From an optimization exercise on the open Yosys and OpenROAD flow, aimed at small area; shortcuts taken in it are not production practice. Only the layout flow was run in this run; the RTL was not checked for function there. The flow treats the clock pin as an ideal source, which a real chip does not have.

## design/flow/flow/run.sh

```bash
#!/bin/bash
# Own layout flow: the standard synthesis, then the combinational logic between the
# standard synthesis's registers is re-mapped by ABC for area (registers, their names and
# cell types are kept as they are). ABC runs with several seeds and two mappers, in two
# rounds (the second starts from the first round's pick); of the netlists whose pre-layout
# worst slack is at least 1.2 ns, the smallest is kept (if none, the one with the best slack). Then the standard layout from floorplan on, with the port buffers
# made of the smallest buffer cell and a clock tree of few, small
# buffers (a clock buffer whose sinks see a slow clock slew after CTS is upsized).
set -euo pipefail
W=$(pwd)
R=$W/orfs/results/$FLOW_PLATFORM/atm_code/base
bash standard.sh synth > std_synth.log 2>&1
cp $R/1_2_yosys.v $W/synth_std.v
# candidates, round 1: ABC seeds 1-6 on the standard synthesis netlist, each mapped with amap
# and with &nf; round 2: seeds 7-12 on the best netlist of round 1. Four at a time.
run_cand() {  # run_cand NAME INPUT.v
  ABC_SCRIPT=$W/area_$1.abc SYNTH_IN=$2 RESYN_OUT=resyn_$1.v yosys -c flow/resyn.tcl > resyn_$1.log 2>&1
  NL=resyn_$1.v openroad -no_init -exit flow/sta.tcl > sta_$1.log 2>&1
}
run_all() {  # run_all INPUT.v NAMES...
  local in=$1 n=0; shift
  for C in "$@"; do
    run_cand $C $in &
    n=$((n + 1))
    if (( n % ${NUM_CORES:-4} == 0 )); then wait; fi
  done
  wait
}
pick() {  # pick NAMES... : the smallest netlist with pre-layout slack >= 1.2 ns, else the best slack
  for C in "$@"; do
    echo "$C $(grep 'Chip area' resyn_$C.log | tail -1 | awk '{print $NF}') $(grep WNS_NS sta_$C.log | awk '{print $2}')"
  done >> candidates.txt
  local b
  b=$(for C in "$@"; do grep "^$C " candidates.txt; done | awk 'NF == 3 && $3 >= 1.2' | sort -k2 -g | head -1 | awk '{print $1}')
  if [[ -z "$b" ]]; then b=$(for C in "$@"; do grep "^$C " candidates.txt; done | awk 'NF == 3' | sort -k3 -gr | head -1 | awk '{print $1}'); fi
  echo $b
}
: > candidates.txt
r1=""
for S in 1 2 3 4 5 6; do
  printf 'strash\n&get -n\n&deepsyn -J 50 -T 120 -S %s\n&put\ndch -f\namap\ntopo\n' $S > area_a$S.abc
  printf 'strash\n&get -n\n&deepsyn -J 50 -T 120 -S %s\n&dch -f\n&nf -R 1000\n&put\ntopo\n' $S > area_n$S.abc
  r1="$r1 a$S n$S"
done
run_all synth_std.v $r1
b1=$(pick $r1)
r2=""
for S in 7 8 9 10 11 12; do
  printf 'strash\n&get -n\n&deepsyn -J 50 -T 120 -S %s\n&put\ndch -f\namap\ntopo\n' $S > area_b$S.abc
  r2="$r2 b$S"
done
run_all resyn_$b1.v $r2
best=$(pick $b1 $r2)
echo "round 1 kept $b1; kept $best" > resyn_choice.txt
cp resyn_$best.v resyn.v
openroad -no_init -exit flow/mkodb.tcl > mkodb.log 2>&1
bash standard.sh $(cat flow/make_args.txt) POST_CTS_TCL=$W/flow/fix_clk.tcl BUFFER_PORTS_ARGS="-buffer_cell sky130_fd_sc_hd__buf_1" \
  CTS_ARGS="$(cat flow/cts_args.txt)" finish > std_finish.log 2>&1
```

## design/flow/flow/cts_args.txt

```
-buf_list sky130_fd_sc_hd__clkbuf_4 -sink_clustering_enable -dont_use_dummy_load
```

## design/flow/flow/fix_clk.tcl

```tcl
estimate_parasitics -placement
set lim 0.105
set changed 0
foreach inst [get_cells -filter "ref_name =~ sky130_fd_sc_hd__clkbuf_*"] {
  set out [get_pins -of_objects $inst -filter "direction == output"]
  set net [get_nets -of_objects $out]
  set worst 0
  foreach p [get_pins -of_objects $net -filter "direction == input"] {
    set s [get_property $p slew_max]
    if {$s > $worst} { set worst $s }
  }
  set ref [get_property $inst ref_name]
  puts "clock buffer [get_name $inst] $ref worst sink slew [format %.1f [expr {$worst * 1e3}]] ps"
  if {$worst > $lim && $ref eq "sky130_fd_sc_hd__clkbuf_4"} {
    replace_cell $inst sky130_fd_sc_hd__clkbuf_8
    incr changed
  }
}
puts "resized $changed clock buffers"
if {$changed > 0} {
  detailed_placement
  estimate_parasitics -placement
}
foreach inst [get_cells -filter "ref_name =~ sky130_fd_sc_hd__clkbuf_*"] {
  set out [get_pins -of_objects $inst -filter "direction == output"]
  set net [get_nets -of_objects $out]
  set worst 0
  foreach p [get_pins -of_objects $net -filter "direction == input"] {
    set s [get_property $p slew_max]
    if {$s > $worst} { set worst $s }
  }
  puts "after: [get_name $inst] [get_property $inst ref_name] [format %.1f [expr {$worst * 1e3}]] ps"
}
```

## design/flow/flow/make_args.txt

```
GPL_TIMING_DRIVEN=1
```

## design/flow/flow/mkodb.tcl

```tcl
# 1_synth.odb from the re-mapped netlist, as ORFS's synth_odb.tcl makes it from 1_2_yosys.v.
# A combinational cell of the smallest drive strength that drives many pins (the inverted
# reset, typically) is given the x4 cell of the same function, so that the later repair
# does not have to buffer its net.
set p $::env(FLOW_HOME)/platforms/sky130hd
set R orfs/results/$::env(FLOW_PLATFORM)/atm_code/base
read_lef $p/lef/sky130_fd_sc_hd.tlef
read_lef $p/lef/sky130_fd_sc_hd_merged.lef
read_liberty $p/lib/sky130_fd_sc_hd__tt_025C_1v80.lib
read_verilog resyn.v
link_design $::env(FLOW_TOP)
read_sdc $R/1_2_yosys.sdc
foreach net [get_nets *] {
  set loads [get_pins -quiet -of_objects $net -filter "direction == input"]
  if {[llength $loads] < 16} { continue }
  foreach drv [get_pins -quiet -of_objects $net -filter "direction == output"] {
    set inst [get_cells -of_objects $drv]
    set ref [get_property $inst ref_name]
    if {![regexp {^(sky130_fd_sc_hd__(inv|buf|nand2|nor2|and2|or2))_[012]$} $ref -> base]} { continue }
    if {[llength [get_lib_cells -quiet */${base}_4]] == 0} { continue }
    puts "upsizing [get_name $inst] $ref -> ${base}_4 (drives [llength $loads] pins of [get_name $net])"
    replace_cell $inst ${base}_4
  }
}
write_db $R/1_synth.odb
write_sdc -no_timestamp $R/1_synth.sdc
```

## design/flow/flow/resyn.tcl

```tcl
# Re-map the combinational logic of the standard synthesis netlist; registers stay.
set lib $::env(FLOW_HOME)/platforms/sky130hd/lib/sky130_fd_sc_hd__tt_025C_1v80.lib
set du {-dont_use *probe* -dont_use *lpflow* -dont_use *clkbuf* -dont_use *clkinv* -dont_use *dlygate* -dont_use *clkdly*}
yosys read_liberty -ignore_miss_func -ignore_miss_dir $lib
yosys read_verilog $::env(SYNTH_IN)
yosys hierarchy -top $::env(FLOW_TOP)
yosys blackbox sky130_fd_sc_hd__df* sky130_fd_sc_hd__edf* sky130_fd_sc_hd__sdf* sky130_fd_sc_hd__dl*
yosys flatten
yosys rename -hide w:*.*
yosys opt -full
yosys read_liberty -lib -overwrite -ignore_miss_func -ignore_miss_dir $lib
yosys abc -liberty $lib {*}$du -script $::env(ABC_SCRIPT)
yosys setundef -zero
yosys splitnets
yosys rename -hide w:*.*
yosys opt_clean -purge
yosys hilomap -singleton -hicell sky130_fd_sc_hd__conb_1 HI -locell sky130_fd_sc_hd__conb_1 LO
yosys insbuf -buf sky130_fd_sc_hd__buf_4 A X
yosys check -assert -mapped
yosys stat -liberty $lib
yosys write_verilog -noattr -nohex -nodec $::env(RESYN_OUT)
```

## design/flow/flow/sta.tcl

```tcl
# Pre-layout timing of a candidate netlist (no wires): prints its worst setup slack in ns.
set p $::env(FLOW_HOME)/platforms/sky130hd
read_lef $p/lef/sky130_fd_sc_hd.tlef
read_lef $p/lef/sky130_fd_sc_hd_merged.lef
read_liberty $p/lib/sky130_fd_sc_hd__tt_025C_1v80.lib
read_verilog $::env(NL)
link_design $::env(FLOW_TOP)
read_sdc $::env(FLOW_SDC)
puts "WNS_NS [expr {[sta::worst_slack_cmd max] * 1e9}]"
```

## design/flow/standard.sh

```bash
#!/bin/bash
# synth_recipe.tcl (not shown) runs the flow's synth.tcl, then flattens the netlist and writes it again
# the make line also repeats each setting of config.mk as NAME=value (left out here)
make -C /OpenROAD-flow-scripts/flow DESIGN_CONFIG=/design/flow/config.mk WORK_HOME=/design/flow/orfs CLKGATE_MAP_FILE= SYNTH_SCRIPT=/design/flow/synth_recipe.tcl "${@:-finish}"
```

## design/flow/config.mk

```make
export PLATFORM = sky130hd
export DESIGN_NAME = atm_code
export DESIGN_NICKNAME = atm_code
export VERILOG_FILES = /design/flow/design.v
export SDC_FILE = /design/flow/constraint.sdc
export NUM_CORES = 4
export LEC_CHECK = 0
export CAP_MARGIN = 20
export CORE_MARGIN = 2
export CORE_UTILIZATION = 40
export SLEW_MARGIN = 20
```

## design/flow/constraint.sdc

```tcl
create_clock -name core_clock -period 5.0 [get_ports {clk}]
set_input_delay 1.0000 -clock core_clock [delete_from_list [all_inputs] [get_ports {clk}]]
set_output_delay 1.0000 -clock core_clock [all_outputs]
set_load 0.01 [all_outputs]
```

## design/flow/design.v

```verilog
module atm_code(input clk, input rst, input BTN3, BTN2, BTN1, input [3:0] SW,
                output reg [7:0] LED, output reg [6:0] digit4, digit3, digit2, digit1);
  localparam [3:0] IDLE = 4'd10;
  localparam [3:0] PE3 = 4'd0;
  localparam [3:0] PE2 = 4'd9;
  localparam [3:0] PE1 = 4'd8;
  localparam [3:0] LOCK = 4'd1;
  localparam [3:0] MENU = 4'd7;
  localparam [3:0] MONEY = 4'd5;
  localparam [3:0] WARN = 4'd14;
  localparam [3:0] PC3 = 4'd4;
  localparam [3:0] PC2 = 4'd13;
  localparam [3:0] PC1 = 4'd12;
  localparam [3:0] NEW = 4'd6;
  localparam [3:0] RSTC = 4'd3;
  localparam [3:0] LOCKB = 4'd15;
  reg [3:0] disp;       
  reg [1:0] stl;        
  reg [1:0] sth;        
  wire [3:0] st = {sth, stl};
  always @(*) begin
    case ({disp, stl})
      {IDLE, 2'd2}: sth = 2'd2;   
      {IDLE, 2'd0}: sth = 2'd0;   
      {PE3, 2'd0}: sth = 2'd0;   
      {PE3, 2'd1}: sth = 2'd2;   
      {PE3, 2'd3}: sth = 2'd1;   
      {PE3, 2'd2}: sth = 2'd2;   
      {PE2, 2'd1}: sth = 2'd2;   
      {PE2, 2'd0}: sth = 2'd2;   
      {PE2, 2'd3}: sth = 2'd1;   
      {PE2, 2'd2}: sth = 2'd2;   
      {PE1, 2'd0}: sth = 2'd2;   
      {PE1, 2'd1}: sth = 2'd0;   
      {PE1, 2'd3}: sth = 2'd1;   
      {PE1, 2'd2}: sth = 2'd2;   
      {LOCK, 2'd1}: sth = 2'd0;   
      {LOCK, 2'd2}: sth = 2'd2;   
      {MENU, 2'd3}: sth = 2'd1;   
      {MENU, 2'd2}: sth = 2'd2;   
      {MENU, 2'd1}: sth = 2'd1;   
      {MENU, 2'd0}: sth = 2'd1;   
      {MONEY, 2'd1}: sth = 2'd1;   
      {MONEY, 2'd3}: sth = 2'd1;   
      {MONEY, 2'd2}: sth = 2'd3;   
      {WARN, 2'd2}: sth = 2'd3;   
      {WARN, 2'd1}: sth = 2'd1;   
      {PC3, 2'd0}: sth = 2'd1;   
      {PC3, 2'd1}: sth = 2'd3;   
      {PC3, 2'd2}: sth = 2'd1;   
      {PC3, 2'd3}: sth = 2'd1;   
      {PC2, 2'd1}: sth = 2'd3;   
      {PC2, 2'd0}: sth = 2'd3;   
      {PC2, 2'd2}: sth = 2'd1;   
      {PC2, 2'd3}: sth = 2'd1;   
      {PC1, 2'd0}: sth = 2'd3;   
      {PC1, 2'd1}: sth = 2'd0;   
      {PC1, 2'd2}: sth = 2'd1;   
      {PC1, 2'd3}: sth = 2'd1;   
      {NEW, 2'd2}: sth = 2'd1;   
      {NEW, 2'd3}: sth = 2'd1;   
      {RSTC, 2'd2}: sth = 2'd2;   
      default: sth = 2'bxx;
    endcase
  end
  reg [3:0] pin;
  reg [15:0] bal_d;   
  reg [6:0] x;
  wire isMd = (disp == MONEY);   
  wire [4:0] pend = isMd ? x[4:0] : 5'd0;
  reg [3:0] st_n;
  reg [4:0] pend_n;
  wire s = pend[4];
  wire [4:0] c;
  assign c[0] = s;
  genvar i;
  generate for (i = 0; i < 4; i = i + 1) begin : rca
    assign c[i+1] = (bal_d[i] & pend[i]) | (c[i] & (bal_d[i] ^ pend[i]));
  end endgenerate
  wire [15:0] bal;
  assign bal[3:0] = bal_d[3:0] ^ pend[3:0] ^ c[3:0];
  wire [16:4] k;
  assign k[4] = c[4] ^ s;
  generate for (i = 4; i < 16; i = i + 1) begin : incdec
    assign k[i+1] = k[i] & (bal_d[i] ^ s);
  end endgenerate
  assign bal[15:4] = bal_d[15:4] ^ k[15:4];
  wire inc = c[4] & ~s, dec = s & ~c[4];
  wire hi_nz = ~((bal_d[15:4] == 12'd0 & ~inc & ~dec) | (bal_d[15:4] == 12'hfff & inc) | (bal_d[15:4] == 12'd1 & dec));
  wire [4:0] g1, g0;
  assign g1[0] = 1'b1; assign g0[0] = 1'b0;
  generate for (i = 0; i < 4; i = i + 1) begin : cmp
    assign g1[i+1] = (bal[i] & ~SW[i]) | (g1[i] & (bal[i] | ~SW[i]));
    assign g0[i+1] = (bal[i] & ~SW[i]) | (g0[i] & (bal[i] | ~SW[i]));
  end endgenerate
  wire gt = hi_nz | g0[4];
  wire ge = hi_nz | g1[4];
  wire ok = (pin == SW);
  wire t100 = (x == 7'd22);
  wire t50 = ~isMd & (x == 7'd43);
  wire inLOCK = (st == LOCK) | (st == LOCKB);   
  wire run = inLOCK ? !t100 : (st == WARN) ? (!t50 & !isMd) : 1'b0;
  wire [6:0] x_step = {x[5:0], ~(x[6] ^ x[5])};
  always @(*) begin
    pend_n = 5'd0;
    if (st == MONEY) begin
      if (BTN3) pend_n = {1'b0, SW};
      else if (BTN2 && ge) pend_n = {1'b1, ~SW};
    end
  end
  always @(*) begin
    st_n = st;
    case (st)
      IDLE: if (BTN3) st_n = PE3;
      PE3: if (BTN3) st_n = ok ? MENU : PE2; else if (BTN1) st_n = IDLE;
      PE2: if (BTN1) st_n = IDLE; else if (BTN3) st_n = ok ? MENU : PE1;
      PE1: if (BTN1) st_n = IDLE; else if (BTN3) st_n = ok ? MENU : LOCK;
      LOCK, LOCKB: if (t100) st_n = IDLE;
      MENU: if (BTN1) st_n = IDLE; else if (BTN3) st_n = MONEY; else if (BTN2) st_n = PC3;
      MONEY: if (BTN1) st_n = MENU; else if (BTN2 && !gt) st_n = WARN;
      WARN: if (t50) st_n = MONEY;
      PC3: if (BTN1) st_n = MENU; else if (BTN3) st_n = ok ? NEW : PC2;
      PC2: if (BTN1) st_n = MENU; else if (BTN3) st_n = ok ? NEW : PC1;
      PC1: if (BTN1) st_n = MENU; else if (BTN3) st_n = ok ? NEW : LOCK;
      NEW: if (BTN3) st_n = MENU;
      default: st_n = 4'bxxxx;
    endcase
  end
  always @(posedge clk or posedge rst) begin
    if (rst) begin
      stl <= IDLE[1:0]; disp <= RSTC; pin <= 4'd0; bal_d <= 16'd0;
    end else begin
      stl <= st_n[1:0]; disp <= st; bal_d <= bal;
      if (st == NEW && BTN3) pin <= SW;
    end
  end
  always @(posedge clk) x <= {2'b00, pend_n} | (run ? x_step : 7'd0);
  function [6:0] hex7(input [3:0] v);
    case (v)
      4'd0: hex7 = 7'b0000001;
      4'd1: hex7 = 7'b1001111;
      4'd2: hex7 = 7'b0010010;
      4'd3: hex7 = 7'b0000110;
      4'd4: hex7 = 7'b1001100;
      4'd5: hex7 = 7'b0100100;
      4'd6: hex7 = 7'b0100000;
      4'd7: hex7 = 7'b0001101;
      4'd8: hex7 = 7'b0000000;
      4'd9: hex7 = 7'b0000100;
      4'd10: hex7 = 7'b0001000;
      4'd11: hex7 = 7'b1100000;
      4'd12: hex7 = 7'b0110001;
      4'd13: hex7 = 7'b1000010;
      4'd14: hex7 = 7'b0110000;
      4'd15: hex7 = 7'b0111000;
    endcase
  endfunction
  always @(*) begin
    case (disp)
      IDLE: begin LED = 8'b00000001; digit4 = 7'b0110001; digit3 = 7'b0001000; digit2 = 7'b1111010; digit1 = 7'b1000010; end
      PE3: begin LED = 8'b10000000; digit4 = 7'b0011000; digit3 = 7'b0110000; digit2 = 7'b1111110; digit1 = 7'b0000110; end
      PE2: begin LED = 8'b11000000; digit4 = 7'b0011000; digit3 = 7'b0110000; digit2 = 7'b1111110; digit1 = 7'b0010010; end
      PE1: begin LED = 8'b11100000; digit4 = 7'b0011000; digit3 = 7'b0110000; digit2 = 7'b1111110; digit1 = 7'b1001111; end
      LOCK: begin LED = 8'b11111111; digit4 = 7'b0111000; digit3 = 7'b0001000; digit2 = 7'b1111001; digit1 = 7'b1110001; end
      MENU: begin LED = 8'b00010000; digit4 = 7'b0000001; digit3 = 7'b0011000; digit2 = 7'b0110000; digit1 = 7'b1101010; end
      MONEY: begin LED = 8'b00001000; digit4 = hex7(bal_d[15:12]); digit3 = hex7(bal_d[11:8]); digit2 = hex7(bal_d[7:4]); digit1 = hex7(bal_d[3:0]); end
      WARN: begin LED = 8'b11111111; digit4 = 7'b1111110; digit3 = 7'b1101010; digit2 = 7'b0001000; digit1 = 7'b1111110; end
      PC3: begin LED = 8'b00000100; digit4 = 7'b0011000; digit3 = 7'b0110001; digit2 = 7'b1111110; digit1 = 7'b0000110; end
      PC2: begin LED = 8'b00000110; digit4 = 7'b0011000; digit3 = 7'b0110001; digit2 = 7'b1111110; digit1 = 7'b0010010; end
      PC1: begin LED = 8'b00000111; digit4 = 7'b0011000; digit3 = 7'b0110001; digit2 = 7'b1111110; digit1 = 7'b1001111; end
      NEW: begin LED = 8'b00000010; digit4 = 7'b0011000; digit3 = 7'b0001000; digit2 = 7'b0100100; digit1 = 7'b0100100; end
      RSTC: begin LED = 8'b10101010; digit4 = 7'bx; digit3 = 7'bx; digit2 = 7'bx; digit1 = 7'bx; end
      LOCKB: begin LED = 8'b11111111; digit4 = 7'b0111000; digit3 = 7'b0001000; digit2 = 7'b1111001; digit1 = 7'b1110001; end
      default: begin LED = 8'bx; digit4 = 7'bx; digit3 = 7'bx; digit2 = 7'bx; digit1 = 7'bx; end
    endcase
  end
endmodule
```

==> out/qor.yml <==
seq_area_um2: 795
vias_per_cell: 5.81
grt_max_degree: 27
fin_util_pct: 46.4
worst-setup-path-type: "register to register"
drv_slew: 0
dieHeight_um: 84.6
fin_crit_ns: 4.45
tightest_slew_ns: 0.578
num_vias: 3083
final.setup.tns_ns: 0
finClkSkew_ns: 0.0110
cpMostUsedCell: "inv_1"
final_cell_mix: "nor2_1 (91), inv_1 (66), o21ai_0 (47)"
critical_path.max_fanout: 6
cp_num_cells: 20
yosysWarnings: 1
hold_path.class: "register to register"
grt_first_pass_wirelength_um: 14000
top_layer: "met4"
rows: 29
outcome: "finished clean"
whs_ns: 0.434
avgRoutedWirePerCell_um: 16.3
slew_headroom_pct: 61.4
clk_pin_slew_ns: 0.08
num_antenna_cells: 0
start_kind: "register"
ant_nets: 0
antenna_found_initial: 0
crit_family: "compound AO/OA/AOI/OAI gates"
initial_core_util_pct: 41.1
final_common_cell: "nor2_1"
cts_tree: "done"
insertion_delay_ns: 0.34
end_kind: "register"
syn-num-nets: 412
avgSynthCellArea_um2: 6.44
dr_wl_met3_um: 592
finalNetCount: 465
grt_pass1_vias: 2788
hold_viol_final: 0
rsz0062_at_grt: "false"
synth_cells: 403
drc: 0
finalSetupViolCount: 0
first_pass_iters: 5
crit_chain: "inv_1 > nor2_1 > inv_1 > nor2_2 > inv_1 > a21oi_1 > o21ai_0 > nor2_2 > o21ai_0 > inv_1 > o221ai_1 > inv_1 > o221ai_1 > inv_1 > o221ai_1 > a211oi_2 > o211ai_1 > nand3_1 > o211ai_1 > a221o_1"
multi_input_comb_area_um2: 1550
leakage_nw: 1.22
die_area_um2: 7150
post_synth_instance_area_um2: 2600
ios: 45
total_power_w: 0.00193
hpwl_um: 6870
portBuffers: 44
drt_iter0_markers: 217
crit_arrival_ns: 4.70
min_delay_path_depth: 0
fp.dieW_um: 84.6
worstPathRequired_ns: 5.26
area_growth_pct: 12.7
power_density_nw_per_um2: 661
gp_congestion: 0.980
critPathMaxStageDelay_ns: 0.58
max_cap_violations: 0
fillerInstances: 701
fmax_mhz: 225
dpl_worst_slack_ns: 0.442
cts_sinks: 33
slowest_stage: "dfstp_2"
met1Wirelength_um: 3840
drive_gt1_share_pct: 3.30
r2r_slack_ns: 0.55
track_usage_pct: 24.4
fin_crit_sh_pct: 89.0
crit_buf_inv: 6
wl_met2_um: 4150
routed_wirelength_um: 8680
setup_ws_ns: 0.552
gr-total-overflow: 0
peakVddDrop_mv: 0.288
rr_worst_depth: 20
coreArea_um2: 6310
[routing by layer]
layer,vias up,GRT usage [%]
met5,-,0
met4,0,6.06
met3,9,3.93
met2,144,40.9
met1,1404,32.8
li1,1526,-
[sequential cells by signal, indices dropped and copies added (netlist names)]
register	count
bal_d	16
disp	4
pin	4
stl	2
x	7
[worst paths after layout]
path	from	endpoint
setup / recovery	disp[0]	stl[1]
hold / removal	stl[1]	disp[1]
setup reg to reg	disp[0]	stl[1]
hold reg to reg	stl[1]	disp[1]
max in group asynchronous	rst	stl[1]
min in group asynchronous	rst	bal_d[1]
[power breakdown]
| part | switching [W] | internal, W |
|---|---|---|
| registers | 0.000116 | 0.000355 |
| clock network | 0.0000914 | 0.0000556 |
| logic | 0.000887 | 0.000428 |
[cell type report]
type / instances / area share [%]
Timing Repair Buffer: 46 / 6.16
Multi-Input combinational cell: 302 / 53.1
Clock buffer: 5 / 1.50
Inverter: 68 / 8.81
Sequential cell: 33 / 27.1
Tap cell: 77 / 3.29
[stage by stage]
stage	instances	instance area (µm²)
5_1_grt	531	2930
6_report	531	2930
3_5_place_dp	526	2870
2_1_floorplan	403	2600
3_3_place_gp	526	2870

-- re-timing with driven ports --
Ports are ideal in the flow. The routed layout listed here was re-timed in OpenROAD.
Step 1, drivers: a clkbuf_16 drives clk and a buf_2 each remaining input, both assumed.
Step 2 moves the port delays by t, midway between the first and last clock arrival at a register: inputs arrive t later, outputs are due t later. That takes back most of the time a late clock gives input paths.
a / b / c = ideal ports / drivers / drivers and shift; a / b = the first two.
t (ns): 0.354
setup WS [ns]: 0.552 / 0.552 / 0.552
hold slack, ns: 0.434 / 0.434 / 0.434
After both steps this run still meets setup and hold. The setup slack of this run moves by 0.000 ns with the drivers and by 0.000 ns with both steps.
